What follows belongs to an exercise in optimizing a design on an open flow for small area, a short achievable clock period and few clock cycles per item; a production flow would make more cautious choices.
Function was checked by simulation only, so behaviour that the tests miss may differ from the original.

## lane 1
// insertionSort
module insertionSort #(
    parameter NUM_VALS = 32,
    parameter SIZE_DATA = 16
)(
    input  logic                          i_clk,
    input  logic                          i_rst_n,
    input  logic                          i_start,
    input  logic [NUM_VALS*SIZE_DATA-1:0] i_data,
    output logic                          o_done,
    output logic [NUM_VALS*SIZE_DATA-1:0] o_data
);
For scale: roughly 10000 cells after synthesis, ~1000 I/O pins.
export LEC_CHECK = 0
export ABC_AREA = 1
export CAP_MARGIN = 20
export CORE_AREA = 2 2 378 378
export CTS_CLUSTER_DIAMETER = 120
export CTS_CLUSTER_SIZE = 20
export DIE_AREA = 0 0 380 380
export SLEW_MARGIN = 20
create_clock -name core_clock -period 10.0 [get_ports {i_clk}]
standard.sh (not shown) runs the stock make flow with config.mk's settings and CLKGATE_MAP_FILE= SYNTH_SCRIPT=/design/flow/synth_recipe.tcl, a recipe that flattens the netlist after the stock synthesis.
==> flow/flow/run.sh <==
#!/bin/bash
# The standard ORFS layout (the standard.sh, standard synthesis unchanged)
# with three changes: the port buffers the standard flow's flow inserts use a small buffer
# cell instead of the delay buffer buffer_ports picks by default; repair aims
# for a setup slack margin of MARGIN ns against the 10 ns clock; and after the
# floorplan the key-array flip-flops get the drive strength in flopcell.txt
# (same cell type, stronger output), before placement.
# ORFS writes each step's log under orfs/logs; the make output goes to
# standard_*.log and the resizing step's output to upsize.log.
set -euo pipefail
MARGIN=$(cat flow/margin.txt)
PORTBUF=$(cat flow/portbuf.txt)
ARGS=("SETUP_SLACK_MARGIN=${MARGIN}" "BUFFER_PORTS_ARGS=-buffer_cell ${PORTBUF}")
bash standard.sh "${ARGS[@]}" floorplan > standard_floorplan.log 2>&1
RES=$(ls -d orfs/results/*/insertionSort/base) FLOPCELL=$(cat flow/flopcell.txt) \
    openroad -no_init -exit flow/upsize.tcl > upsize.log 2>&1
bash standard.sh "${ARGS[@]}" finish > standard_finish.log 2>&1
==> flow/flow/flopcell.txt <==
sky130_fd_sc_hd__dfxtp_4
==> flow/flow/margin.txt <==
6.5
==> flow/flow/portbuf.txt <==
sky130_fd_sc_hd__buf_1
==> flow/flow/upsize.tcl <==
# Give the key-array flip-flops (r_key*) a stronger drive strength of the same
# flip-flop type, in the floorplan database, before placement.
set res $::env(RES)
read_db $res/2_floorplan.odb
set db [ord::get_db]
set to [$db findMaster $::env(FLOPCELL)]
set n 0
foreach inst [[ord::get_db_block] getInsts] {
  if {[[$inst getMaster] getName] eq "sky130_fd_sc_hd__dfxtp_1" && [string match "r_key*" [$inst getName]]} {
    $inst swapMaster $to
    incr n
  }
}
puts "resized $n flip-flops to $::env(FLOPCELL)"
write_db $res/2_floorplan.odb
No stage failed in lane 1, and the final checks on the layout all came back clean.
Testbench counts of lane 1, summed over its fixed seeds: cycles 1,920, sorts 192.
What lane 2 does differently from lane 1 at the input level:
==> flow/flow/run.sh <==
#!/bin/bash
# The standard ORFS layout (the standard.sh, standard synthesis unchanged)
# with two changes: the port buffers the standard flow's flow inserts use a small buffer
# cell instead of the delay buffer buffer_ports picks by default, and repair
# aims for a setup slack margin of MARGIN ns against the 10 ns clock.
# Each tool's output goes to ORFS's own logs under orfs/logs; the make output
# is kept in standard.log.
set -euo pipefail
MARGIN=$(cat flow/margin.txt)
PORTBUF=$(cat flow/portbuf.txt)
bash standard.sh "SETUP_SLACK_MARGIN=${MARGIN}" \
    "BUFFER_PORTS_ARGS=-buffer_cell ${PORTBUF}" finish > standard.log 2>&1
==> flow/flow/margin.txt <==
6.45
removed: flow/flow/flopcell.txt
removed: flow/flow/upsize.tcl
### Flow results
Summary of lane 2 over lane 1: share of the core filled with cells in the final layout went down 0.25 points, final worst-path setup slack rose 0.021 ns.
Compared with lane 1, in lane 2 time the final worst path needs with I/O delays and setup down 0.021 ns; non-clock buffer count grew by 12%.
Of the two values seen for beginning of the critical path, r_key[270] was produced by lane 1 and r_key[297] by lane 2.
[inputs] lane 3 vs lane 2
==> flow/flow/margin.txt <==
6.3
--- a/flow/config.mk
+++ b/flow/config.mk
@@ -9,6 +9,6 @@
 export CAP_MARGIN = 20
-export CORE_AREA = 2 2 378 378
+export CORE_AREA = 2 2 358 358
 export CTS_CLUSTER_DIAMETER = 120
 export CTS_CLUSTER_SIZE = 20
-export DIE_AREA = 0 0 380 380
+export DIE_AREA = 0 0 360 360
 export SLEW_MARGIN = 20
For lane 3 and lane 2, there was not a single run that failed to finish clean.
Summary of lane 3 over lane 2: detailed-route wire length on metal 1 went down about 7%, via count went up 1065.
Post-detailed-placement cell area for lane 3: 0.86% down relative to lane 2
Re fraction of met2 tracks used by global routing: lane 3 is 2.7 points up on lane 2.
Against lane 2, setup slack after layout in lane 3 came out worse.

==> static timing again, ports no longer ideal <==
No port has a modelled driver above. Below, the same layouts with a new extraction and two added sets of constraints. Step 1 (the two cells are an assumption about what drives the block):
set clk [get_ports {i_clk}]
set_driving_cell -lib_cell sky130_fd_sc_hd__clkbuf_16 $clk
set_driving_cell -lib_cell sky130_fd_sc_hd__buf_2 [delete_from_list [all_inputs] $clk]
Step 2 moves the port delays by t, midway between the first and last clock arrival at a register: inputs arrive t later, outputs are due t later. That takes back most of the time a late clock gives input paths. a / b / c = no drivers / after step 1 / after step 2; a / b = the first two.
run	t (ns)	setup slack, ns	hold WS [ns]	worst slew at a driven data input, ns
lane 1	0.779	6.361 / 6.265 / 6.505	0.570 / 0.570 / 0.570	0.22
lane 2	0.764	6.382 / 6.312 / 6.382	0.551 / 0.551 / 0.551	0.26
lane 3	0.780	6.205 / 6.110 / 6.252	0.522 / 0.522 / 0.522	0.17
After both steps setup and hold are still met in every run listed.
